What follows belongs to an exercise in optimizing a design on an open flow for small area; a production flow would make more cautious choices.
No functional check of the RTL was part of this run.
Power is estimated from default activity; no workload was simulated.

--- flow/config.mk ---
export PLATFORM = sky130hd
export DESIGN_NAME = riscv_cpu
export DESIGN_NICKNAME = riscv_cpu
export VERILOG_FILES = /design/flow/design.v
export SDC_FILE = /design/flow/constraint.sdc
export NUM_CORES = 4
export LEC_CHECK = 0
export CAP_MARGIN = 20
export CORE_MARGIN = 2
export CORE_UTILIZATION = 40
export SLEW_MARGIN = 20
--- flow/constraint.sdc ---
create_clock -name core_clock -period 8.0 [get_ports {clk}]
set_input_delay 1.6000 -clock core_clock [delete_from_list [all_inputs] [get_ports {clk}]]
set_output_delay 1.6000 -clock core_clock [all_outputs]
set_load 0.01 [all_outputs]
--- flow/design.v ---
module alu (
    input  logic [31:0] operand_a_i,  
    input  logic [31:0] operand_b_i,  
    input  logic [3:0]  alu_op_i,     
    output logic [31:0] result_o,     
    output logic        zero_o        
);
    localparam ALU_OP_ADD  = 4'b0000;
    localparam ALU_OP_SUB  = 4'b0001;
    localparam ALU_OP_SLL  = 4'b0010;  
    localparam ALU_OP_SLT  = 4'b0011;  
    localparam ALU_OP_SLTU = 4'b0100;  
    localparam ALU_OP_XOR  = 4'b0101;
    localparam ALU_OP_SRL  = 4'b0110;  
    localparam ALU_OP_SRA  = 4'b0111;  
    localparam ALU_OP_OR   = 4'b1000;
    localparam ALU_OP_AND  = 4'b1001;
    logic [31:0] result_comb;  
    always @(*) begin
        case (alu_op_i)
            ALU_OP_ADD:  result_comb = operand_a_i + operand_b_i;
            ALU_OP_SUB:  result_comb = operand_a_i - operand_b_i;
            ALU_OP_SLL:  result_comb = operand_a_i << operand_b_i[4:0];  
            ALU_OP_SLT:  result_comb = ($signed(operand_a_i) < $signed(operand_b_i)) ? 32'd1 : 32'd0;
            ALU_OP_SLTU: result_comb = (operand_a_i < operand_b_i) ? 32'd1 : 32'd0;
            ALU_OP_XOR:  result_comb = operand_a_i ^ operand_b_i;
            ALU_OP_SRL:  result_comb = operand_a_i >> operand_b_i[4:0];  
            ALU_OP_SRA:  result_comb = $signed(operand_a_i) >>> operand_b_i[4:0];  
            ALU_OP_OR:   result_comb = operand_a_i | operand_b_i;
            ALU_OP_AND:  result_comb = operand_a_i & operand_b_i;
            default:     result_comb = 32'b0;  
        endcase
    end
    assign result_o = result_comb;
    assign zero_o = (result_comb == 32'b0);  
endmodule
module control_unit (
    input  logic [6:0] opcode_i,     
    input  logic [2:0] funct3_i,     
    input  logic       funct7_b5_i,  
    output logic       alu_src_a_sel_o,  
    output logic [1:0] alu_src_b_sel_o,  
    output logic [3:0] alu_op_o,         
    output logic       mem_read_o,       
    output logic       mem_write_o,      
    output logic       reg_we_o,         
    output logic [1:0] wb_mux_sel_o,     
    output logic       branch_o,         
    output logic       jump_o            
);
    localparam OPCODE_R_TYPE  = 7'b0110011;  
    localparam OPCODE_I_TYPE  = 7'b0010011;  
    localparam OPCODE_LOAD    = 7'b0000011;  
    localparam OPCODE_STORE   = 7'b0100011;  
    localparam OPCODE_BRANCH  = 7'b1100011;  
    localparam OPCODE_LUI     = 7'b0110111;  
    localparam OPCODE_AUIPC   = 7'b0010111;  
    localparam OPCODE_JAL     = 7'b1101111;  
    localparam OPCODE_JALR    = 7'b1100111;  
    localparam ALU_OP_ADD  = 4'b0000;
    localparam ALU_OP_SUB  = 4'b0001;
    localparam ALU_OP_SLL  = 4'b0010;
    localparam ALU_OP_SLT  = 4'b0011;
    localparam ALU_OP_SLTU = 4'b0100;
    localparam ALU_OP_XOR  = 4'b0101;
    localparam ALU_OP_SRL  = 4'b0110;
    localparam ALU_OP_SRA  = 4'b0111;
    localparam ALU_OP_OR   = 4'b1000;
    localparam ALU_OP_AND  = 4'b1001;
    localparam ALU_OP_PASS_B = 4'b1010;  
    localparam DEFAULT_ALU_SRC_A = 1'b1;  
    localparam DEFAULT_ALU_SRC_B = 2'b00;  
    localparam DEFAULT_ALU_OP  = 4'b0000;  
    localparam DEFAULT_MEM_READ = 1'b0;
    localparam DEFAULT_MEM_WRITE= 1'b0;
    localparam DEFAULT_REG_WE  = 1'b0;
    localparam DEFAULT_WB_MUX  = 2'b00;  
    localparam DEFAULT_BRANCH = 1'b0;
    localparam DEFAULT_JUMP   = 1'b0;
    always_comb begin
        alu_src_a_sel_o = DEFAULT_ALU_SRC_A;
        alu_src_b_sel_o = DEFAULT_ALU_SRC_B;
        alu_op_o        = DEFAULT_ALU_OP;
        mem_read_o      = DEFAULT_MEM_READ;
        mem_write_o     = DEFAULT_MEM_WRITE;
        reg_we_o        = DEFAULT_REG_WE;
        wb_mux_sel_o    = DEFAULT_WB_MUX;
        branch_o        = DEFAULT_BRANCH;
        jump_o          = DEFAULT_JUMP;
        case (opcode_i)
            OPCODE_R_TYPE: begin
                alu_src_a_sel_o = 1'b1;  
                alu_src_b_sel_o = 2'b00;  
                reg_we_o        = 1'b1;
                wb_mux_sel_o    = 2'b00;  
                case (funct3_i)
                    3'b000: alu_op_o = funct7_b5_i ? ALU_OP_SUB : ALU_OP_ADD;  
                    3'b001: alu_op_o = ALU_OP_SLL;
                    3'b010: alu_op_o = ALU_OP_SLT;
                    3'b011: alu_op_o = ALU_OP_SLTU;
                    3'b100: alu_op_o = ALU_OP_XOR;
                    3'b101: alu_op_o = funct7_b5_i ? ALU_OP_SRA : ALU_OP_SRL;  
                    3'b110: alu_op_o = ALU_OP_OR;
                    3'b111: alu_op_o = ALU_OP_AND;
                    default: alu_op_o = DEFAULT_ALU_OP;  
                endcase
            end
            OPCODE_I_TYPE: begin
                alu_src_a_sel_o = 1'b1;  
                alu_src_b_sel_o = 2'b01;  
                reg_we_o        = 1'b1;
                wb_mux_sel_o    = 2'b00;  
                case (funct3_i)
                    3'b000: alu_op_o = ALU_OP_ADD;   
                    3'b010: alu_op_o = ALU_OP_SLT;   
                    3'b011: alu_op_o = ALU_OP_SLTU;  
                    3'b100: alu_op_o = ALU_OP_XOR;   
                    3'b110: alu_op_o = ALU_OP_OR;    
                    3'b111: alu_op_o = ALU_OP_AND;   
                    3'b001: alu_op_o = ALU_OP_SLL;   
                    3'b101: alu_op_o = funct7_b5_i ? ALU_OP_SRA : ALU_OP_SRL;  
                    default: alu_op_o = DEFAULT_ALU_OP;  
                endcase
            end
            OPCODE_LOAD: begin
                alu_src_a_sel_o = 1'b1;  
                alu_src_b_sel_o = 2'b01;  
                alu_op_o        = 4'b0000;  
                mem_read_o      = 1'b1;
                reg_we_o        = 1'b1;
                wb_mux_sel_o    = 2'b01;  
            end
            OPCODE_STORE: begin
                alu_src_a_sel_o = 1'b1;  
                alu_src_b_sel_o = 2'b01;  
                alu_op_o        = 4'b0000;  
                mem_write_o     = 1'b1;
            end
            OPCODE_BRANCH: begin
                alu_src_a_sel_o = 1'b1;  
                alu_src_b_sel_o = 2'b00;  
                alu_op_o        = ALU_OP_SUB;
                branch_o        = 1'b1;  
            end
            OPCODE_LUI: begin
                alu_src_a_sel_o = 1'b0;  
                alu_src_b_sel_o = 2'b01;  
                alu_op_o        = ALU_OP_PASS_B;  
                reg_we_o        = 1'b1;
                wb_mux_sel_o    = 2'b00;  
            end
            OPCODE_AUIPC: begin
                alu_src_a_sel_o = 1'b0;  
                alu_src_b_sel_o = 2'b01;  
                alu_op_o        = ALU_OP_ADD;  
                reg_we_o        = 1'b1;
                wb_mux_sel_o    = 2'b00;  
            end
            OPCODE_JAL: begin
                reg_we_o        = 1'b1;
                wb_mux_sel_o    = 2'b10;  
                alu_op_o        = DEFAULT_ALU_OP;  
                jump_o          = 1'b1;  
            end
            OPCODE_JALR: begin
                alu_src_a_sel_o = 1'b1;  
                alu_src_b_sel_o = 2'b01;  
                alu_op_o        = ALU_OP_ADD;  
                reg_we_o        = 1'b1;
                wb_mux_sel_o    = 2'b10;  
                jump_o          = 1'b1;  
            end
            default: begin
            end
        endcase
    end
endmodule
module if_stage (
    input  logic        clk,           
    input  logic        rst,           
    input  logic        jump_i,        
    input  logic        branch_i,      
    input  logic        branch_condition_met_i,  
    input  logic [31:0] jal_target_addr_i,     
    input  logic [31:0] jalr_target_addr_i,    
    input  logic [31:0] branch_target_addr_i,  
    input  logic        is_jalr_i,     
    output logic [31:0] pc_o,          
    output logic [31:0] pc_plus4_o     
);
    logic [31:0] pc_reg;       
    logic [31:0] next_pc;      
    logic [31:0] pc_plus_4;    
    assign pc_plus_4 = pc_reg + 4;
    always_comb begin
        if (jump_i) begin
            next_pc = is_jalr_i ? jalr_target_addr_i : jal_target_addr_i;  
        end else if (branch_condition_met_i) begin  
            next_pc = branch_target_addr_i;  
        end else begin
            next_pc = pc_plus_4;  
        end
    end
    always_ff @(posedge clk or posedge rst) begin
        if (rst) begin
            pc_reg <= 32'b0;  
        end else begin
            pc_reg <= next_pc;  
        end
    end
    assign pc_o = pc_reg;        
    assign pc_plus4_o = pc_plus_4;  
endmodule
module id_stage (
    input  logic        clk,           
    input  logic        rst,           
    input  logic [31:0] pc_i,          
    input  logic [31:0] instr_i,       
    input  logic [31:0] pc_plus4_i,    
    input  logic        wb_reg_we_i,   
    input  logic [4:0]  wb_rd_addr_i,  
    input  logic [31:0] wb_rd_data_i,  
    output logic [31:0] rs1_data_o,    
    output logic [31:0] rs2_data_o,    
    output logic [31:0] imm_o,         
    output logic [4:0]  rd_addr_o,     
    output logic [6:0]  opcode_o,      
    output logic [2:0]  funct3_o,      
    output logic [6:0]  funct7_o,      
    output logic [31:0] pc_o,          
    output logic [31:0] pc_plus4_o     
);
    logic [4:0] rs1_addr;
    logic [4:0] rs2_addr;
    assign opcode_o = instr_i[6:0];
    assign rd_addr_o = instr_i[11:7];
    assign funct3_o = instr_i[14:12];
    assign rs1_addr = instr_i[19:15];
    assign rs2_addr = instr_i[24:20];
    assign funct7_o = instr_i[31:25];
    logic [31:0] rf [31:0];  
    assign rs1_data_o = (rs1_addr == 5'b0) ? 32'b0 : rf[rs1_addr];
    assign rs2_data_o = (rs2_addr == 5'b0) ? 32'b0 : rf[rs2_addr];
    always_ff @(posedge clk) begin
        if (wb_reg_we_i && (wb_rd_addr_i != 5'b0)) begin  
            rf[wb_rd_addr_i] <= wb_rd_data_i;
        end
    end
    logic [31:0] imm_i_type;
    logic [31:0] imm_s_type;
    logic [31:0] imm_b_type;
    logic [31:0] imm_u_type;
    logic [31:0] imm_j_type;
    assign imm_i_type = {{20{instr_i[31]}}, instr_i[31:20]};  
    assign imm_s_type = {{20{instr_i[31]}}, instr_i[31:25], instr_i[11:7]};  
    assign imm_b_type = {{20{instr_i[31]}}, instr_i[7], instr_i[30:25], instr_i[11:8], 1'b0};  
    assign imm_u_type = {instr_i[31:12], 12'b0};  
    assign imm_j_type = {{12{instr_i[31]}}, instr_i[19:12], instr_i[20], instr_i[30:21], 1'b0};  
    always_comb begin
        case (opcode_o)
            7'b0110011: imm_o = 32'b0;  
            7'b0010011: imm_o = imm_i_type;  
            7'b0000011: imm_o = imm_i_type;  
            7'b1100111: imm_o = imm_i_type;  
            7'b0100011: imm_o = imm_s_type;  
            7'b1100011: imm_o = imm_b_type;  
            7'b0110111: imm_o = imm_u_type;  
            7'b0010111: imm_o = imm_u_type;  
            7'b1101111: imm_o = imm_j_type;  
            default: imm_o = 32'b0;  
        endcase
    end
    assign pc_o = pc_i;                
    assign pc_plus4_o = pc_plus4_i;
endmodule
module ex_stage (
    input  logic        clk,           
    input  logic        rst,           
    input  logic [31:0] pc_i,          
    input  logic [31:0] rs1_data_i,    
    input  logic [31:0] rs2_data_i,    
    input  logic [31:0] imm_i,         
    input  logic [4:0]  rd_addr_i,     
    input  logic [31:0] pc_plus4_i,    
    input  logic        alu_src_a_sel_i,  
    input  logic [1:0]  alu_src_b_sel_i,  
    input  logic [3:0]  alu_op_i,      
    input  logic [2:0]  funct3_i,      
    input  logic        branch_i,      
    output logic [31:0] alu_result_o,  
    output logic        alu_zero_o,    
    output logic [31:0] rs2_data_o,    
    output logic [4:0]  rd_addr_o,     
    output logic [31:0] pc_plus4_o,    
    output logic [31:0] branch_target_addr_o,  
    output logic [31:0] jalr_target_addr_o,    
    output logic        branch_condition_met_o  
);
    logic [31:0] alu_operand_a;
    logic [31:0] alu_operand_b;
    logic [31:0] alu_result;
    logic        alu_zero;
    logic        alu_sign;  
    assign alu_operand_a = alu_src_a_sel_i ? rs1_data_i : pc_i;
    assign alu_operand_b = (alu_src_b_sel_i == 2'b01) ? imm_i : rs2_data_i;  
    alu alu_inst (
        .operand_a_i(alu_operand_a),
        .operand_b_i(alu_operand_b),
        .alu_op_i   (alu_op_i),
        .result_o   (alu_result),
        .zero_o     (alu_zero)
    );
    assign branch_target_addr_o = pc_i + imm_i;
    assign jalr_target_addr_o   = rs1_data_i + imm_i;  
    assign alu_sign = alu_result[31];  
    always_comb begin
        branch_condition_met_o = 1'b0;  
        if (branch_i) begin
            case (funct3_i)
                3'b000: branch_condition_met_o = alu_zero;          
                3'b001: branch_condition_met_o = ~alu_zero;         
                3'b100: branch_condition_met_o = alu_sign;          
                3'b101: branch_condition_met_o = ~alu_sign | alu_zero;  
                3'b110: branch_condition_met_o = ~(rs1_data_i >= rs2_data_i);  
                3'b111: branch_condition_met_o = (rs1_data_i >= rs2_data_i);   
                default: branch_condition_met_o = 1'b0;
            endcase
        end
    end
    assign alu_result_o = alu_result;
    assign alu_zero_o   = alu_zero;
    assign rs2_data_o   = rs2_data_i;  
    assign rd_addr_o    = rd_addr_i;   
    assign pc_plus4_o   = pc_plus4_i;  
endmodule
module mem_stage (
    input  logic        clk,           
    input  logic        rst,           
    input  logic [31:0] alu_result_i,  
    input  logic [31:0] rs2_data_i,    
    input  logic [4:0]  rd_addr_i,     
    input  logic [31:0] pc_plus4_i,    
    input  logic        mem_read_i,    
    input  logic        mem_write_i,   
    input  logic [1:0]  mem_op_size_i, 
    output logic [31:0] data_addr_o,   
    output logic [31:0] data_wdata_o,  
    output logic [3:0]  data_we_o,     
    input  logic [31:0] data_rdata_i,  
    output logic [31:0] mem_rdata_o,   
    output logic [31:0] alu_result_o,  
    output logic [4:0]  rd_addr_o,     
    output logic [31:0] pc_plus4_o     
);
    assign data_addr_o = alu_result_i;  
    assign data_wdata_o = rs2_data_i;   
    assign data_we_o = mem_write_i ? 4'b1111 : 4'b0000;  
    assign mem_rdata_o = data_rdata_i;  
    assign alu_result_o = alu_result_i;
    assign rd_addr_o = rd_addr_i;
    assign pc_plus4_o = pc_plus4_i;
endmodule
module wb_stage (
    input  logic        clk,           
    input  logic        rst,           
    input  logic [31:0] mem_rdata_i,   
    input  logic [31:0] alu_result_i,  
    input  logic [4:0]  rd_addr_i,     
    input  logic [31:0] pc_plus4_i,    
    input  logic        reg_we_i,      
    input  logic [1:0]  wb_mux_sel_i,  
    output logic        wb_reg_we_o,   
    output logic [4:0]  wb_rd_addr_o,  
    output logic [31:0] wb_rd_data_o   
);
    logic [31:0] write_data;
    always_comb begin
        case (wb_mux_sel_i)
            2'b00:  write_data = alu_result_i;  
            2'b01:  write_data = mem_rdata_i;   
            2'b10:  write_data = pc_plus4_i;    
            default: write_data = alu_result_i;  
        endcase
    end
    assign wb_reg_we_o  = reg_we_i;      
    assign wb_rd_addr_o = rd_addr_i;     
    assign wb_rd_data_o = write_data;    
endmodule
module riscv_cpu (
    input clk,           
    input rst,           
    output logic [31:0] instr_addr_o,  
    input  logic [31:0] instr_data_i,  
    output logic [31:0] data_addr_o,   
    output logic [31:0] data_wdata_o,  
    output logic [3:0]  data_we_o,     
    input  logic [31:0] data_rdata_i   
);
    logic [31:0] if_pc;
    logic [31:0] if_pc_plus4;
    logic [31:0] id_rs1_data;
    logic [31:0] id_rs2_data;
    logic [31:0] id_imm;
    logic [4:0]  id_rd_addr;
    logic [6:0]  id_opcode;
    logic [2:0]  id_funct3;
    logic [6:0]  id_funct7;
    logic [31:0] id_pc;           
    logic [31:0] id_pc_plus4;     
    logic        ctrl_alu_src_a_sel;
    logic [1:0]  ctrl_alu_src_b_sel;
    logic [3:0]  ctrl_alu_op;
    logic        ctrl_mem_read;
    logic        ctrl_mem_write;
    logic        ctrl_reg_we;
    logic [1:0]  ctrl_wb_mux_sel;
    logic        ctrl_branch;  
    logic        ctrl_jump;    
    logic [31:0] ex_alu_result;
    logic        ex_alu_zero;
    logic [31:0] ex_rs2_data;
    logic [4:0]  ex_rd_addr;
    logic [31:0] ex_pc_plus4;
    logic [31:0] ex_branch_target_addr;  
    logic [31:0] ex_jalr_target_addr;    
    logic        ex_branch_condition_met;  
    logic        id_ex_alu_src_a_sel_reg;
    logic [1:0]  id_ex_alu_src_b_sel_reg;
    logic [3:0]  id_ex_alu_op_reg;
    logic        id_ex_mem_read_reg;
    logic        id_ex_mem_write_reg;
    logic        id_ex_reg_we_reg;
    logic [1:0]  id_ex_wb_mux_sel_reg;
    logic        id_ex_branch_reg;  
    logic [31:0] id_ex_pc_reg;
    logic [31:0] id_ex_pc_plus4_reg;
    logic [31:0] id_ex_rs1_data_reg;
    logic [31:0] id_ex_rs2_data_reg;
    logic [31:0] id_ex_imm_reg;
    logic [4:0]  id_ex_rd_addr_reg;
    logic [2:0]  id_ex_funct3_reg;  
    logic        ex_mem_mem_read_reg;
    logic        ex_mem_mem_write_reg;
    logic        ex_mem_reg_we_reg;
    logic [1:0]  ex_mem_wb_mux_sel_reg;
    logic [31:0] ex_mem_alu_result_reg;
    logic [31:0] ex_mem_rs2_data_reg;  
    logic [4:0]  ex_mem_rd_addr_reg;
    logic [31:0] ex_mem_pc_plus4_reg;  
    logic [31:0] mem_rdata;
    logic [31:0] mem_alu_result;
    logic [4:0]  mem_rd_addr;
    logic [31:0] mem_pc_plus4;
    logic        mem_wb_reg_we_reg;
    logic [1:0]  mem_wb_wb_mux_sel_reg;
    logic [31:0] mem_wb_mem_rdata_reg;
    logic [31:0] mem_wb_alu_result_reg;
    logic [4:0]  mem_wb_rd_addr_reg;
    logic [31:0] mem_wb_pc_plus4_reg;
    logic        wb_reg_we;
    logic [4:0]  wb_rd_addr;
    logic [31:0] wb_rd_data;
    logic [31:0] jal_target_addr;  
    logic        is_jalr;          
    if_stage if_stage_inst (
        .clk                    (clk),
        .rst                    (rst),
        .jump_i                 (ctrl_jump),                  
        .branch_i               (ctrl_branch),                
        .branch_condition_met_i (ex_branch_condition_met),  
        .jal_target_addr_i      (jal_target_addr),          
        .jalr_target_addr_i     (ex_jalr_target_addr),      
        .branch_target_addr_i   (ex_branch_target_addr),    
        .is_jalr_i              (is_jalr),                  
        .pc_o                   (if_pc),
        .pc_plus4_o             (if_pc_plus4)
    );
    id_stage id_stage_inst (
        .clk            (clk),
        .rst            (rst),
        .pc_i           (if_pc),         
        .instr_i        (instr_data_i),  
        .pc_plus4_i     (if_pc_plus4),   
        .wb_reg_we_i    (wb_reg_we),     
        .wb_rd_addr_i   (wb_rd_addr),    
        .wb_rd_data_i   (wb_rd_data),    
        .rs1_data_o     (id_rs1_data),
        .rs2_data_o     (id_rs2_data),
        .imm_o          (id_imm),
        .rd_addr_o      (id_rd_addr),
        .opcode_o       (id_opcode),
        .funct3_o       (id_funct3),
        .funct7_o       (id_funct7),
        .pc_o           (id_pc),         
        .pc_plus4_o     (id_pc_plus4)
    );
    control_unit control_unit_inst (
        .opcode_i       (id_opcode),
        .funct3_i       (id_funct3),      
        .funct7_b5_i    (id_funct7[5]),   
        .alu_src_a_sel_o(ctrl_alu_src_a_sel),
        .alu_src_b_sel_o(ctrl_alu_src_b_sel),
        .alu_op_o       (ctrl_alu_op),
        .mem_read_o     (ctrl_mem_read),
        .mem_write_o    (ctrl_mem_write),
        .reg_we_o       (ctrl_reg_we),
        .wb_mux_sel_o   (ctrl_wb_mux_sel),
        .branch_o       (ctrl_branch),  
        .jump_o         (ctrl_jump)     
    );
    assign jal_target_addr = id_pc + id_imm;  
    assign is_jalr = (id_opcode == 7'b1100111);  
    always_ff @(posedge clk or posedge rst) begin
        if (rst) begin
            id_ex_pc_reg            <= 32'b0;
            id_ex_pc_plus4_reg      <= 32'b0;
            id_ex_rs1_data_reg      <= 32'b0;
            id_ex_rs2_data_reg      <= 32'b0;
            id_ex_imm_reg           <= 32'b0;
            id_ex_rd_addr_reg       <= 5'b0;
            id_ex_funct3_reg        <= 3'b0;
            id_ex_alu_src_a_sel_reg <= 1'b1;  
            id_ex_alu_src_b_sel_reg <= 2'b00;  
            id_ex_alu_op_reg        <= 4'b0000;  
            id_ex_mem_read_reg      <= 1'b0;
            id_ex_mem_write_reg     <= 1'b0;
            id_ex_reg_we_reg        <= 1'b0;  
            id_ex_wb_mux_sel_reg    <= 2'b00;  
            id_ex_branch_reg        <= 1'b0;  
        end else begin  
            id_ex_pc_reg            <= id_pc;
            id_ex_pc_plus4_reg      <= id_pc_plus4;
            id_ex_rs1_data_reg      <= id_rs1_data;
            id_ex_rs2_data_reg      <= id_rs2_data;
            id_ex_imm_reg           <= id_imm;
            id_ex_rd_addr_reg       <= id_rd_addr;
            id_ex_funct3_reg        <= id_funct3;
            id_ex_alu_src_a_sel_reg <= ctrl_alu_src_a_sel;
            id_ex_alu_src_b_sel_reg <= ctrl_alu_src_b_sel;
            id_ex_alu_op_reg        <= ctrl_alu_op;
            id_ex_mem_read_reg      <= ctrl_mem_read;
            id_ex_mem_write_reg     <= ctrl_mem_write;
            id_ex_reg_we_reg        <= ctrl_reg_we;
            id_ex_wb_mux_sel_reg    <= ctrl_wb_mux_sel;
            id_ex_branch_reg        <= ctrl_branch;  
        end
    end
    ex_stage ex_stage_inst (
        .clk            (clk),
        .rst            (rst),
        .pc_i           (id_ex_pc_reg),         
        .rs1_data_i     (id_ex_rs1_data_reg),   
        .rs2_data_i     (id_ex_rs2_data_reg),   
        .imm_i          (id_ex_imm_reg),        
        .rd_addr_i      (id_ex_rd_addr_reg),    
        .pc_plus4_i     (id_ex_pc_plus4_reg),   
        .alu_src_a_sel_i(id_ex_alu_src_a_sel_reg),  
        .alu_src_b_sel_i(id_ex_alu_src_b_sel_reg),  
        .alu_op_i       (id_ex_alu_op_reg),        
        .funct3_i       (id_ex_funct3_reg),        
        .branch_i       (id_ex_branch_reg),        
        .alu_result_o   (ex_alu_result),
        .alu_zero_o     (ex_alu_zero),
        .rs2_data_o     (ex_rs2_data),          
        .rd_addr_o      (ex_rd_addr),           
        .pc_plus4_o     (ex_pc_plus4),          
        .branch_target_addr_o (ex_branch_target_addr),
        .jalr_target_addr_o   (ex_jalr_target_addr),
        .branch_condition_met_o(ex_branch_condition_met)
    );
    always_ff @(posedge clk or posedge rst) begin
        if (rst) begin
            ex_mem_alu_result_reg <= 32'b0;
            ex_mem_rs2_data_reg   <= 32'b0;
            ex_mem_rd_addr_reg    <= 5'b0;
            ex_mem_pc_plus4_reg   <= 32'b0;
            ex_mem_mem_read_reg   <= 1'b0;
            ex_mem_mem_write_reg  <= 1'b0;
            ex_mem_reg_we_reg     <= 1'b0;
            ex_mem_wb_mux_sel_reg <= 2'b00;
        end else begin  
            ex_mem_alu_result_reg <= ex_alu_result;
            ex_mem_rs2_data_reg   <= ex_rs2_data;  
            ex_mem_rd_addr_reg    <= ex_rd_addr;   
            ex_mem_pc_plus4_reg   <= ex_pc_plus4;  
            ex_mem_mem_read_reg   <= id_ex_mem_read_reg;
            ex_mem_mem_write_reg  <= id_ex_mem_write_reg;
            ex_mem_reg_we_reg     <= id_ex_reg_we_reg;
            ex_mem_wb_mux_sel_reg <= id_ex_wb_mux_sel_reg;
        end
    end
    mem_stage mem_stage_inst (
        .clk            (clk),
        .rst            (rst),
        .alu_result_i   (ex_mem_alu_result_reg),  
        .rs2_data_i     (ex_mem_rs2_data_reg),    
        .rd_addr_i      (ex_mem_rd_addr_reg),     
        .pc_plus4_i     (ex_mem_pc_plus4_reg),    
        .mem_read_i     (ex_mem_mem_read_reg),    
        .mem_write_i    (ex_mem_mem_write_reg),   
        .data_addr_o    (data_addr_o),
        .data_wdata_o   (data_wdata_o),
        .data_we_o      (data_we_o),
        .data_rdata_i   (data_rdata_i),
        .mem_rdata_o    (mem_rdata),              
        .alu_result_o   (mem_alu_result),         
        .rd_addr_o      (mem_rd_addr),            
        .pc_plus4_o     (mem_pc_plus4)            
    );
    always_ff @(posedge clk or posedge rst) begin
        if (rst) begin
            mem_wb_mem_rdata_reg    <= 32'b0;
            mem_wb_alu_result_reg <= 32'b0;
            mem_wb_rd_addr_reg    <= 5'b0;
            mem_wb_pc_plus4_reg   <= 32'b0;
            mem_wb_reg_we_reg     <= 1'b0;
            mem_wb_wb_mux_sel_reg <= 2'b00;
        end else begin  
            mem_wb_mem_rdata_reg    <= mem_rdata;       
            mem_wb_alu_result_reg <= mem_alu_result;   
            mem_wb_rd_addr_reg    <= mem_rd_addr;      
            mem_wb_pc_plus4_reg   <= mem_pc_plus4;     
            mem_wb_reg_we_reg     <= ex_mem_reg_we_reg;
            mem_wb_wb_mux_sel_reg <= ex_mem_wb_mux_sel_reg;
        end
    end
    wb_stage wb_stage_inst (
        .clk            (clk),
        .rst            (rst),
        .mem_rdata_i    (mem_wb_mem_rdata_reg),     
        .alu_result_i   (mem_wb_alu_result_reg),  
        .rd_addr_i      (mem_wb_rd_addr_reg),     
        .pc_plus4_i     (mem_wb_pc_plus4_reg),    
        .reg_we_i       (mem_wb_reg_we_reg),      
        .wb_mux_sel_i   (mem_wb_wb_mux_sel_reg),  
        .wb_reg_we_o    (wb_reg_we),
        .wb_rd_addr_o   (wb_rd_addr),
        .wb_rd_data_o   (wb_rd_data)
    );
    assign instr_addr_o = if_pc;
endmodule
--- flow/run.sh ---
#!/bin/bash
# synth_recipe.tcl (not shown) runs the flow's synth.tcl, then flattens the netlist and writes it again
# the make line also repeats each setting of config.mk as NAME=value (left out here)
make -C /OpenROAD-flow-scripts/flow DESIGN_CONFIG=/design/flow/config.mk WORK_HOME=/design/flow/orfs CLKGATE_MAP_FILE= SYNTH_SCRIPT=/design/flow/synth_recipe.tcl finish
==> impl_metrics.prom <==
# TYPE chip_impl_metric gauge
chip_impl_info{name="final_common_cell",value="edfxtp_1"} 1
chip_impl_info{name="synth_area_leader_cell",value="edfxtp_1"} 1
chip_impl_metric{name="worst_clock_skew",unit="ps"} 42.8
chip_impl_metric{name="timing.critical_path.arrival",unit="ps"} 8010
chip_impl_metric{name="boundaryPins",unit=""} 166
chip_impl_metric{name="power.total",unit="mW"} 22.9
chip_impl_metric{name="synth-warning-count",unit=""} 7
chip_impl_metric{name="cts_resized",unit=""} 0
chip_impl_metric{name="post-place-cells",unit=""} 7693
chip_impl_metric{name="hold_buffers",unit=""} 0
chip_impl_metric{name="avgRoutedWirePerCell",unit="um"} 35.9
chip_impl_metric{name="fin_crit_sh",unit="%"} 91.7
chip_impl_metric{name="power_density",unit="nW/um^2"} 267
chip_impl_metric{name="numClockSinks",unit=""} 1442
chip_impl_info{name="hp-class",value="reg2reg"} 1
chip_impl_metric{name="syn-mean-instance-area",unit="sq um"} 14.7
chip_impl_metric{name="async_reset_ff_share",unit="%"} 29.0
chip_impl_info{name="most-common-layout-cells",value="edfxtp_1, mux4_2, dfrtp_1"} 1
chip_impl_metric{name="p_r_area_growth_vs_syn",unit="%"} 14.2
chip_impl_metric{name="portBuffers",unit=""} 165
chip_impl_metric{name="floorplan.rows",unit=""} 159
chip_impl_metric{name="clkLatencyLatePin",unit="ps"} 810
chip_impl_metric{name="tritoncts.num_buffers",unit=""} 152
chip_impl_metric{name="net_total_in_the_final_layout",unit=""} 5653
chip_impl_metric{name="period_minus_slack",unit="ps"} 7340
chip_impl_metric{name="h-tree-depth",unit=""} 4
chip_impl_metric{name="synth.top_cell.area_share",unit="%"} 40.9
chip_impl_metric{name="design.core.area",unit="sq um"} 187000
chip_impl_metric{name="regToRegSetupSlack",unit="ps"} 660
chip_impl_metric{name="report.final.hold_viol_count",unit=""} 0
chip_impl_metric{name="die_y",unit="um"} 437
chip_impl_metric{name="vias_in_the_first_global_route",unit=""} 51005
chip_impl_metric{name="max_freq",unit="MHz"} 136
chip_impl_metric{name="drive_gt1_share",unit="%"} 22.3
chip_impl_info{name="outcome",value="complete, no violations"} 1
chip_impl_metric{name="ys_seq_area_share",unit="%"} 54.9
chip_impl_metric{name="gpl.final_weighted_congestion",unit=""} 1.05
chip_impl_metric{name="p_leak",unit="nW"} 31.0
chip_impl_info{name="clock_tree.root_cell",value="clkbuf_16"} 1
chip_impl_metric{name="netlist_instances",unit=""} 5113
chip_impl_metric{name="antenna_found_initial",unit=""} 15
chip_impl_metric{name="setup_viol",unit=""} 0
chip_impl_metric{name="final-instance-count-excl-fill",unit=""} 7975
chip_impl_metric{name="via_count",unit=""} 51436
chip_impl_metric{name="worstMarginPinSlew",unit="ps"} 1120
chip_impl_info{name="tritoncts",value="built"} 1
chip_impl_metric{name="grtUsageTotal",unit="%"} 29.7
chip_impl_metric{name="final-max-slew-violation-count",unit=""} 0
chip_impl_metric{name="post_synth_edffs",unit=""} 1024
chip_impl_metric{name="placed_area",unit="sq um"} 80900
chip_impl_metric{name="hold_slack",unit="ps"} 336
chip_impl_info{name="grt_setup_unrepaired",value="no"} 1
chip_impl_metric{name="postCtsSetupBuffers",unit=""} 0
chip_impl_metric{name="post-dp-hpwl",unit="um"} 194000
chip_impl_metric{name="start_util",unit="%"} 40.1
chip_impl_metric{name="timing.setup.tns",unit="ps"} 0
chip_impl_metric{name="vias_per_cell",unit=""} 6.45
chip_impl_metric{name="synth_seq_cells",unit=""} 1442
chip_impl_metric{name="drtIter0Drc",unit=""} 6667
chip_impl_metric{name="detail-route-antenna-nets",unit=""} 0
chip_impl_metric{name="postRouteWirelength",unit="um"} 286000
chip_impl_metric{name="fp.dieArea",unit="sq um"} 191000
chip_impl_metric{name="clock_tree.buffer_depth",unit=""} 3
chip_impl_metric{name="dieWidth",unit="um"} 437
chip_impl_info{name="path_class",value="reg2reg"} 1
chip_impl_info{name="worst_setup_path_end_kind",value="flop"} 1
chip_impl_info{name="timing.critical_path.from_type",value="flop"} 1
chip_impl_metric{name="yosys.cell_types.count",unit=""} 92
chip_impl_metric{name="max-cap-violations",unit=""} 0
chip_impl_metric{name="max-vdd-ir-drop",unit="mV"} 0.194
chip_impl_info{name="ys_dominant_reg_cell",value="edfxtp_1"} 1
chip_impl_metric{name="gr-total-overflow",unit=""} 0
chip_impl_metric{name="largest_reg_flops",unit=""} 1024
chip_impl_metric{name="drcViolationCount",unit=""} 0
chip_impl_info{name="netlist_top_cells_area",value="edfxtp_1, mux4_2, dfrtp_1"} 1
chip_impl_metric{name="first_pass_iters",unit=""} 8
chip_impl_metric{name="grt_start_max_net_pins",unit=""} 158
chip_impl_metric{name="synth_area",unit="sq um"} 75100
chip_impl_metric{name="stdcell_area",unit="sq um"} 85800
chip_impl_metric{name="max_slew_margin",unit="%"} 24.4
chip_impl_info{name="largest-register",value="id_stage_inst.rf"} 1
chip_impl_metric{name="critPathMaxFanout",unit=""} 28
chip_impl_metric{name="required",unit="ps"} 8670
chip_impl_metric{name="clkSlewWorstSetupHoldPaths",unit="ps"} 70
chip_impl_metric{name="grt_first_pass_wirelength",unit="um"} 399000
[metal layers]
metal / wire (um) / up-vias / GRT usage, %
met2: 130000 / 3016 / 45.8
met4: 19200 / 6 / 16.7
li1: - / 20936 / -
met3: 27100 / 633 / 6.38
met5: 34 / - / 0
met1: 109000 / 26845 / 39.0
[through the flow]
step	worst slack (ps)	util, %
floorplan	763	-
global placement	836	43.2
detailed placement	901	43.2
CTS	1100	45.8
global route	542	45.8
finish	663	45.8
[kinds of logic (layout without fill, tap and decap cells)]
family,count (synthesis),in the layout,share of synthesized area (%)
buf+inv,503,834,2.65
compound gates,987,987,8.96
other cells,1,37,0.00499
fa+ha+maj,233,233,3.93
simple gates,975,975,5.99
flops,1442,1442,54.9
xor+xnor,113,113,1.32
mux,859,859,22.3
[cell usage after synthesis, drive strengths merged (60+ instances only)]
cell type	instances
a21o	85
a21oi	194
a22oi	60
buf	105
clkbuf	222
dfrtp	417
edfxtp	1024
ha	228
inv	173
mux2i	200
mux4	646
nand2	239
nand3	71
nor2	362
nor3	82
o21ai	180
xnor2	73
[worst paths after layout]
| kind | start | endpoint | cells after the start |
|---|---|---|---|
| worst max register to register | id_ex_alu_src_b_sel_reg[0]$_DFF_PP0_ | if_stage_inst.pc_reg[30]$_DFF_PP0_ | 24 |
| worst min register to register | ex_mem_pc_plus4_reg[15]$_DFF_PP0_ | mem_wb_pc_plus4_reg[15]$_DFF_PP0_ | 0 |
| worst max-delay path | id_ex_alu_src_b_sel_reg[0]$_DFF_PP0_ | if_stage_inst.pc_reg[30]$_DFF_PP0_ | 24 |
| max in group asynchronous | rst | ex_mem_alu_result_reg[30]$_DFF_PP0_ | 3 |
| worst min-delay path | ex_mem_pc_plus4_reg[15]$_DFF_PP0_ | mem_wb_pc_plus4_reg[15]$_DFF_PP0_ | 0 |
| min in group asynchronous | rst | if_stage_inst.pc_reg[8]$_DFF_PP0_ | 2 |
[where the power goes]
group / switching, mW / total (mW) / internal (mW)
registers: 0.858 / 10.2 / 9.35
clock network: 3.05 / 6.97 / 3.92
logic: 3.70 / 5.68 / 1.98
total: 7.61 / 22.9 / 15.3
[layout make-up]
cell class                      count  area [sq um]
Clock inverter                     77           667
Fill cell                       16196        101000
Sequential cell                  1442         41200
Clock buffer                      198          4170
Antenna cell                        5          12.5
Tap cell                         2495          3120
Multi-Input combinational cell   3199         32500
Inverter                          176           664
Timing Repair Buffer              383          3380
[critical path, stage by stage, from the launching register on]
cell,delay (ps)
dfrtp_2,910
nand2_1,130
o21a_1,280
ha_1,540
inv_1,190
nor3_1,460
a21bo_2,300
a21oi_1,800
a311oi_1,220
buf_4,210
a21oi_1,690
a31oi_1,200
a21oi_1,170
o2bb2ai_1,80
buf_4,160
nor4_1,270
buf_4,180
and4_1,320
a21oi_1,90
nand3b_1,230
buf_12,200
buf_4,160
buf_4,130
nor3_1,140
nor3_1,60

## separate check: timing with driven ports
How much do the figures lean on ideal ports? The routed layout below was timed once more, with nothing changed but the port constraints. Step 1 assumes that a clkbuf_16 drives the clock port and a buf_2 every other input. Step 2, shift: input delay + t, output delay - t, t = (earliest + latest rising clock arrival at the registers) / 2. This alone moves slack from input paths to output paths. a / b / c = ideal / step 1 / step 2; a / b = the first two.
t, ns: 0.869
setup slack, ns: 0.663 / 0.663 / 0.663
clock arrival spread, ns: 0.043 / 0.044
After both steps setup and hold are still met in this run. The setup slack of this run moves by 0.000 ns with the drivers and by 0.000 ns with both steps.
